Source: an optimization exercise on an open RTL-to-GDS flow (aim: small area and a short achievable clock period). Production flows keep margins and buffers that such runs may drop.
No functional check of the RTL was part of any run shown here.

==> flow/design.v (outline; a module is shown in full before it is edited, if it fits) <==
// module pipelined_array_multiplier: 2990 lines
// module mul_fa: 10 lines
// module mul_bpp: 10 lines
// module mul_ha: 9 lines
// module mul_xnor: 7 lines
// module mul_or: 7 lines
module pipelined_array_multiplier (
    input  logic        clk_i,
    input  logic        clk_en_i,
    input  logic        rst_n_i,
    input  logic [31:0] multiplicand_i,
    input  logic [31:0] multiplier_i,
    input  logic        data_valid_i,
    output logic [63:0] product_o,
    output logic        data_valid_o
);
  // ...
==> flow/run.sh <==
#!/bin/bash
# synth_recipe.tcl (not shown) runs the flow's synth.tcl, then flattens the netlist and writes it again
# the make line also repeats each setting of config.mk as NAME=value (left out here)
make -C /OpenROAD-flow-scripts/flow DESIGN_CONFIG=/design/flow/config.mk WORK_HOME=/design/flow/orfs CLKGATE_MAP_FILE= SYNTH_SCRIPT=/design/flow/synth_recipe.tcl finish
==> flow/config.mk <==
export PLATFORM = sky130hd
export DESIGN_NAME = pipelined_array_multiplier
export DESIGN_NICKNAME = pipelined_array_multiplier
export VERILOG_FILES = /design/flow/design.v
export SDC_FILE = /design/flow/constraint.sdc
export NUM_CORES = 4
export LEC_CHECK = 0
export CAP_MARGIN = 20
export CORE_MARGIN = 2
export CORE_UTILIZATION = 40
export SLEW_MARGIN = 20
export SYNTH_HIERARCHICAL = 1
export SYNTH_MINIMUM_KEEP_SIZE = 0
==> flow/constraint.sdc <==
create_clock -name core_clock -period 11.0 [get_ports {clk_i}]
set_input_delay 2.2000 -clock core_clock [delete_from_list [all_inputs] [get_ports {clk_i}]]
set_output_delay 2.2000 -clock core_clock [all_outputs]
set_load 0.01 [all_outputs]
==> results_tabular.tex, run 1 <==
\begin{tabular}{lr}
\hline
Metric & Value \\
\hline
\multicolumn{2}{l}{\textbf{Timing}} \\
\quad Clock period minus final worst setup slack & 5.20 ns \\
\quad Max-slew headroom at the worst pin & 0.328 \\
\quad Fin. Hold Viols & 0 \\
\quad Max Slew Vio Count & 0 \\
\quad Unrepaired setup endpoints after global routing & false \\
\multicolumn{2}{l}{\textbf{Global route}} \\
\quad Busiest layer in global routing & met2 \\
\multicolumn{2}{l}{\textbf{Outcome}} \\
\quad Run status & complete, no violations \\
\multicolumn{2}{l}{\textbf{Place}} \\
\quad Number of buffers inserted by port buffering & 132 \\
\quad Post-placement worst setup slack & 5.88 ns \\
\quad Post-detail-place hpwl & 71.5 mm \\
\multicolumn{2}{l}{\textbf{Clock tree}} \\
\quad H-tree lvl count & 2 \\
\quad Clock tree sinks & 256 \\
\quad Clock tree root buffer cell & sky130\_fd\_sc\_hd\_\_clkbuf\_16 \\
\quad Clock input transition at the sequential cells of the worst setup and hold paths & 0.06 ns \\
\quad Worst-skew pair later-pin latency & 0.58 ns \\
\multicolumn{2}{l}{\textbf{Synthesis}} \\
\quad Top post-synthesis cells by area & sky130\_fd\_sc\_hd\_\_fa\_1, sky130\_fd\_sc\_hd\_\_edfxtp\_1, sky130\_fd\_sc\_hd\_\_nand2\_1, sky130\_fd\_sc\_hd\_\_clkbuf\_1, sky130\_fd\_sc\_hd\_\_ha\_1 \\
\quad Xor/xnor share of the synthesized area & 0.0224 \\
\quad Most common flop cell mapped by yosys & sky130\_fd\_sc\_hd\_\_edfxtp\_1 \\
\quad Post-Synth Simple-Gate Area & 0.139 \\
\quad Net count of the mapped netlist & 4008 \\
\quad Number of synthesized register bits & 256 \\
\quad Main combinational cell family by area after synthesis & adder cells \\
\quad Library cell with the highest instance count after synthesis & sky130\_fd\_sc\_hd\_\_nand2\_1 \\
\multicolumn{2}{l}{\textbf{Critical path}} \\
\quad Worst-case register-to-register setup slack & 5.80 ns \\
\quad Crit. Startpoint & a\_q[26] \\
\quad Critical Path Source Type & flop \\
\quad Reg2reg start & a\_q[26] \\
\quad Crit path depth & 10 \\
\quad Arrival time at the worst endpoint & 5.49 ns \\
\multicolumn{2}{l}{\textbf{Finish}} \\
\quad Sequential share of cell area & 0.202 \\
\quad Multi-input gate area in the final layout & 0.0258 mm\^{}2 \\
\quad Antenna Cells & 2 \\
\quad Multi-input combinational gate total & 2483 \\
\multicolumn{2}{l}{\textbf{Worst hold path}} \\
\quad Worst-case hold path end point & v\_q[2] \\
\multicolumn{2}{l}{\textbf{Detailed routing}} \\
\quad Detailed Route WL & 108 mm \\
\quad Met1 Routed Length & 42.3 mm \\
\multicolumn{2}{l}{\textbf{Floorplanning}} \\
\quad Cell row count & 107 \\
\hline
\end{tabular}
==> run 2: changes to the inputs <==
==> flow/flow/run.sh (new file) <==
#!/bin/bash
# Layout flow: the standard ORFS flow (standard.sh, unchanged synthesis),
# with timing repair asked to leave 7.0 ns of setup slack at the design's
# clock period, so that it sizes and buffers the critical paths.
set -euo pipefail
cd "$(dirname "$0")/.."
bash standard.sh synth > flow_synth.log 2>&1
bash standard.sh SETUP_SLACK_MARGIN=7.0  finish > flow_layout.log 2>&1
==> flow/standard.sh (new file) <==
#!/bin/bash
# synth_recipe.tcl (not shown) runs the flow's synth.tcl, then flattens the netlist and writes it again
# the make line also repeats each setting of config.mk as NAME=value (left out here)
make -C /OpenROAD-flow-scripts/flow DESIGN_CONFIG=/design/flow/config.mk WORK_HOME=/design/flow/orfs CLKGATE_MAP_FILE= SYNTH_SCRIPT=/design/flow/synth_recipe.tcl "${@:-finish}"
removed: flow/run.sh
==> run 2 against run 1 <==
Against the previous run:
- die area is the same
- critical path type unchanged
- via count grew 14%
- register-to-register slack gained 0.46 ns
- sequential share of layout area shrank 3.1 points
- synthesized area is the same
- non-clock buffer count grew 364
- critical endpoint is now cs_q[28]
- maximum frequency grew 9.7%
- wire length grew 27%
- still clean
- synthesized cell count is the same
- final cell count grew 9.0%
==> results_tabular.tex, run 2 <==
\begin{tabular}{lr}
\hline
Metric & Value \\
\hline
\multicolumn{2}{l}{\textbf{Outcome}} \\
\quad Run status & complete, no violations (unchanged) \\
\multicolumn{2}{l}{\textbf{Synthesis}} \\
\quad Library cell with the highest instance count after synthesis & sky130\_fd\_sc\_hd\_\_nand2\_1 (unchanged) \\
\quad Most common flop cell mapped by yosys & sky130\_fd\_sc\_hd\_\_edfxtp\_1 (unchanged) \\
\quad Part of the Yosys area used for sequential elements & 0.223 (unchanged) \\
\quad Most used standard cells in the synthesized netlist & sky130\_fd\_sc\_hd\_\_nand2\_1, sky130\_fd\_sc\_hd\_\_fa\_1, sky130\_fd\_sc\_hd\_\_edfxtp\_1, sky130\_fd\_sc\_hd\_\_clkbuf\_1, sky130\_fd\_sc\_hd\_\_a21oi\_1 (unchanged) \\
\quad Total number of yosys warnings & 7 (unchanged) \\
\quad Post-synth ARST share & 0 (unchanged) \\
\quad Top post-synthesis cells by area & sky130\_fd\_sc\_hd\_\_fa\_1, sky130\_fd\_sc\_hd\_\_edfxtp\_1, sky130\_fd\_sc\_hd\_\_nand2\_1, sky130\_fd\_sc\_hd\_\_clkbuf\_1, sky130\_fd\_sc\_hd\_\_ha\_1 (unchanged) \\
\quad Cell type with the largest total area after synthesis & sky130\_fd\_sc\_hd\_\_fa\_1 (unchanged) \\
\quad Net count of the mapped netlist & 4008 (unchanged) \\
\quad Number of synthesized register bits & 256 (unchanged) \\
\quad Mapped cell area & 0.0344 mm\^{}2 (unchanged) \\
\quad EDFF count, synth & 253 (unchanged) \\
\quad Number of instances in the synthesized netlist & 2978 (unchanged) \\
\quad Distinct cell type count after synthesis & 56 (unchanged) \\
\quad Area share of the largest cell type after synthesis & 0.524 (unchanged) \\
\quad Average footprint of a synthesized cell & 11.5 um\^{}2 (unchanged) \\
\multicolumn{2}{l}{\textbf{Detailed routing}} \\
\quad WL/cell & 30.4 um (was 26.0 um) \\
\quad Avg Vias per Cell & 6.02 (was 5.76) \\
\quad Residual DRC & 0 (unchanged) \\
\quad Detail Route Antenna Nets & 0 (unchanged) \\
\quad Detailed Route WL & 138 mm (was 108 mm) \\
\quad TritonRoute pass-1 iters & 8 (was 6) \\
\quad Vias & 27300 (was 24000) \\
\quad Initial detailed-routing violation count & 4059 (was 2478) \\
\multicolumn{2}{l}{\textbf{Finish}} \\
\quad \# nets final & 4394 (was 4027) \\
\quad Number of flip-flops under the largest register name & 125 (unchanged) \\
\quad Share of final-layout standard cells stronger than drive strength 1 & 0.268 (was 0.0421) \\
\quad Leading cell types in the layout, fill and taps excluded & sky130\_fd\_sc\_hd\_\_nand2\_1, sky130\_fd\_sc\_hd\_\_fa\_1, sky130\_fd\_sc\_hd\_\_fa\_2 (was sky130\_fd\_sc\_hd\_\_nand2\_1, sky130\_fd\_sc\_hd\_\_fa\_1, sky130\_fd\_sc\_hd\_\_edfxtp\_1) \\
\quad Post-route insts no fill & 4539 (was 4165) \\
\quad Layout filler cell count & 7157 (was 7837) \\
\quad Layout overhead on the synthesized area & 30.7\% (was 10.3\%) \\
\quad Register with the most flip-flops & cs\_q (unchanged) \\
\quad Most common cell after layout, fill and taps aside & sky130\_fd\_sc\_hd\_\_nand2\_1 (unchanged) \\
\quad Largest registers & cs\_q: 125 flops, p\_q: 64 flops (unchanged) \\
\multicolumn{2}{l}{\textbf{Floorplanning}} \\
\quad Std-Cell Core Area & 0.0851 mm\^{}2 (unchanged) \\
\quad Horizontal die dimension & 297 um (unchanged) \\
\quad Die span in y & 297 um (unchanged) \\
\quad Cell row count & 107 (unchanged) \\
\quad Die footprint & 0.0883 mm\^{}2 (unchanged) \\
\quad IO Pins & 133 (unchanged) \\
\quad Initial core utilization & 0.404 (unchanged) \\
\multicolumn{2}{l}{\textbf{Timing}} \\
\quad Transition time of the tightest slew-check pin & 1.02 ns (was 1.00 ns) \\
\quad Worst-case clock skew & 0.0244 ns (was 0.0364 ns) \\
\quad Upper clock frequency limit & 211 MHz (was 192 MHz) \\
\quad Max-slew headroom at the worst pin & 0.318 (was 0.328) \\
\quad Max Slew Vio Count & 0 (unchanged) \\
\quad Unrepaired setup endpoints after global routing & true (was false) \\
\quad Worst hold margin & 0.515 ns (was 0.512 ns) \\
\quad TNS Setup & 0 ns (unchanged) \\
\quad Final clock period utilization by the worst path & 0.431 (was 0.473) \\
\quad Fin. Hold Viols & 0 (unchanged) \\
\quad Final count of negative-setup-slack endpoints & 0 (unchanged) \\
\quad Clock period minus final worst setup slack & 4.74 ns (was 5.20 ns) \\
\multicolumn{2}{l}{\textbf{Clock tree}} \\
\quad Clock tree sinks & 256 (unchanged) \\
\quad Clock input transition at the sequential cells of the worst setup and hold paths & 0.06 ns (about the same) \\
\quad Clock tree root buffer cell & sky130\_fd\_sc\_hd\_\_clkbuf\_16 (unchanged) \\
\quad Worst-skew pair later-pin latency & 0.59 ns (was 0.58 ns) \\
\quad TritonCTS clock tree & yes (unchanged) \\
\quad Number of buffers inserted during clock tree synthesis & 37 (was 34) \\
\quad Maximum clock path buffer count & 3 (unchanged) \\
\quad H-tree lvl count & 2 (unchanged) \\
\multicolumn{2}{l}{\textbf{Critical path}} \\
\quad Slowest CP cell & sky130\_fd\_sc\_hd\_\_fa\_1 (unchanged) \\
\quad Data required time at the worst endpoint & 11.33 ns (was 11.28 ns) \\
\quad Buffering stage count on the worst path with inverters included & 2 (was 1) \\
\quad Highest cell delay on the worst timing path & 0.56 ns (was 0.53 ns) \\
\quad Arrival time at the worst endpoint & 5.07 ns (was 5.49 ns) \\
\quad Type of the setup path with the least slack & flop to flop (unchanged) \\
\quad Maximum fanout count along the critical path & 9 (was 32) \\
\quad Sort of element at the end of the critical path & flop (unchanged) \\
\quad Critical Path Source Type & flop (unchanged) \\
\quad Series of cell instances along the critical path & buf\_12 > buf\_12 > nand2\_1 > fa\_2 > fa\_1 > fa\_1 > fa\_2 > fa\_2 > fa\_2 > fa\_2 > or2\_1 (was buf\_4 > nand2\_1 > fa\_1 > fa\_1 > fa\_1 > fa\_1 > fa\_1 > fa\_1 > fa\_1 > fa\_1) \\
\quad Cell family contributing the most delay on the critical path & adder cells (unchanged) \\
\quad Most common cell on crit path & sky130\_fd\_sc\_hd\_\_fa\_2 (was sky130\_fd\_sc\_hd\_\_fa\_1) \\
\multicolumn{2}{l}{\textbf{Place}} \\
\quad Instance count after placement with tap cells included & 4104 (was 4105) \\
\quad Post-detail-place hpwl & 72.2 mm (was 71.5 mm) \\
\quad Global placement routability congestion & 0.907 (was 0.911) \\
\quad Number of buffers inserted by port buffering & 132 (unchanged) \\
\multicolumn{2}{l}{\textbf{Global route}} \\
\quad Number of antenna violations at the first check in global routing & 1 (was 3) \\
\quad Global route total overflow & 0 (unchanged) \\
\quad Via count of the first global-routing pass & 29000 (was 26100) \\
\quad Largest net degree at the start of global routing & 74 (was 78) \\
\quad Total global-route track usage & 0.304 (was 0.247) \\
\quad First-pass GRT wire length & 194 mm (was 163 mm) \\
\multicolumn{2}{l}{\textbf{Worst hold path}} \\
\quad Hold/Removal Path Class & flop to flop (unchanged) \\
\multicolumn{2}{l}{\textbf{Run}} \\
\quad Number of max-cap violations & 0 (unchanged) \\
\hline
\end{tabular}
## run 2: cell counts after synthesis
Identical to the previous run, type by type.
## run 2: worst paths after layout
path / cells past startpoint / start / endpoint / slack [ns]
worst max-delay path: 11 / a_q[15] / cs_q[28] / 6.26
worst min-delay path: 2 / v_q[0] / v_q[0] / 0.51
worst max register to register: 11 / a_q[15] / cs_q[28] / 6.26
worst min register to register: 2 / v_q[0] / v_q[0] / 0.51
## run 2: timing repair
action	4_1_cts	5_1_grt
resized for setup	470	196
hold buffers	0	0
endpoints found under the setup margin	167	87
gates cloned	62	5
setup buffers	226	72
endpoints found under the hold margin	0	0
pin swaps	83	121
## run 2: cells by family (layout without fill, tap and decap cells)
| logic type | count (synthesis) | count (layout) | share of synthesized area |
|---|---|---|---|
| muxes | 3 | 3 | 0.000874 |
| xor gates and xnor gates | 88 | 88 | 0.0224 |
| DFF | 256 | 256 | 0.223 |
| and+or+nand+nor | 1213 | 1213 | 0.139 |
| other | 0 | 2 | 0 |
| AOI/OAI and AO/OA | 217 | 217 | 0.0418 |
| adders and majority gates | 962 | 962 | 0.547 |
| buffers and inverters | 239 | 654 | 0.0262 |
## run 2: modules after synthesis (local to each module, per instance)
module	cells inside	flops+latches	cell area, um^2	copies in the design
mul_fa	1	0	20.0	899
mul_or	1	0	6.26	31
mul_xnor	1	0	8.76	31
pipelined_array_multiplier	2017	256	15900	1
## run 2: final cells by class
type | count | area, um^2 | area share
repair buffers | 565 | 7550 | 0.168
diodes | 2 | 5.00 | 0.000111
clock inverters | 27 | 269 | 0.00599
multi-input cells | 2483 | 27000 | 0.601
flip-flops and latches | 256 | 7660 | 0.170
inverters | 21 | 78.8 | 0.00175
clock buffers | 41 | 941 | 0.0209
well taps | 1144 | 1430 | 0.0319
## run 2: metal layers
layer | up-vias | GRT usage | wire length, um
met5 | - | 0.00325 | 0
met4 | 0 | 0.205 | 11300
met3 | 738 | 0.125 | 20700
met2 | 2495 | 0.440 | 58600
met1 | 13800 | 0.373 | 47200
li1 | 10300 | - | -
## run 2: through the flow
step	setup WS [ns]	instance area [um^2]	util
CTS	6.32	43600	0.512
finish	6.26	44900	0.528
global placement	5.73	37000	0.434
floorplan	6.56	35200	-
detailed placement	5.68	37000	0.434
global route	6.23	44900	0.528
## run 2: worst min-delay path, delay by kind of cell, from the launching register on
family        cells  cell delay, ns
flops             1            0.32
mux               1            0.06
simple gates      1            0.10

[separate check: timing with driven ports]
How much do the figures lean on ideal ports? The routed layouts below were timed once more, with nothing changed but the port constraints. Step 1 assumes that a clkbuf_16 drives the clock port and a buf_2 every other input. Step 2, shift: input delay + t, output delay - t, t = (earliest + latest rising clock arrival at the registers) / 2. This alone moves slack from input paths to output paths. Three values: no drivers, after step 1, after step 2; two values: the first two.
run	t (ns)	setup WS [ns]	worst setup path after step 2	worst slew at a driven data input, ns	cell pins on the clock port's net
run 1	0.635	5.796 / 5.796 / 5.796	register to register	0.06	1
run 2	0.645	6.256 / 6.256 / 6.256	register to register	0.06	1
After both steps every run listed still meets setup and hold.
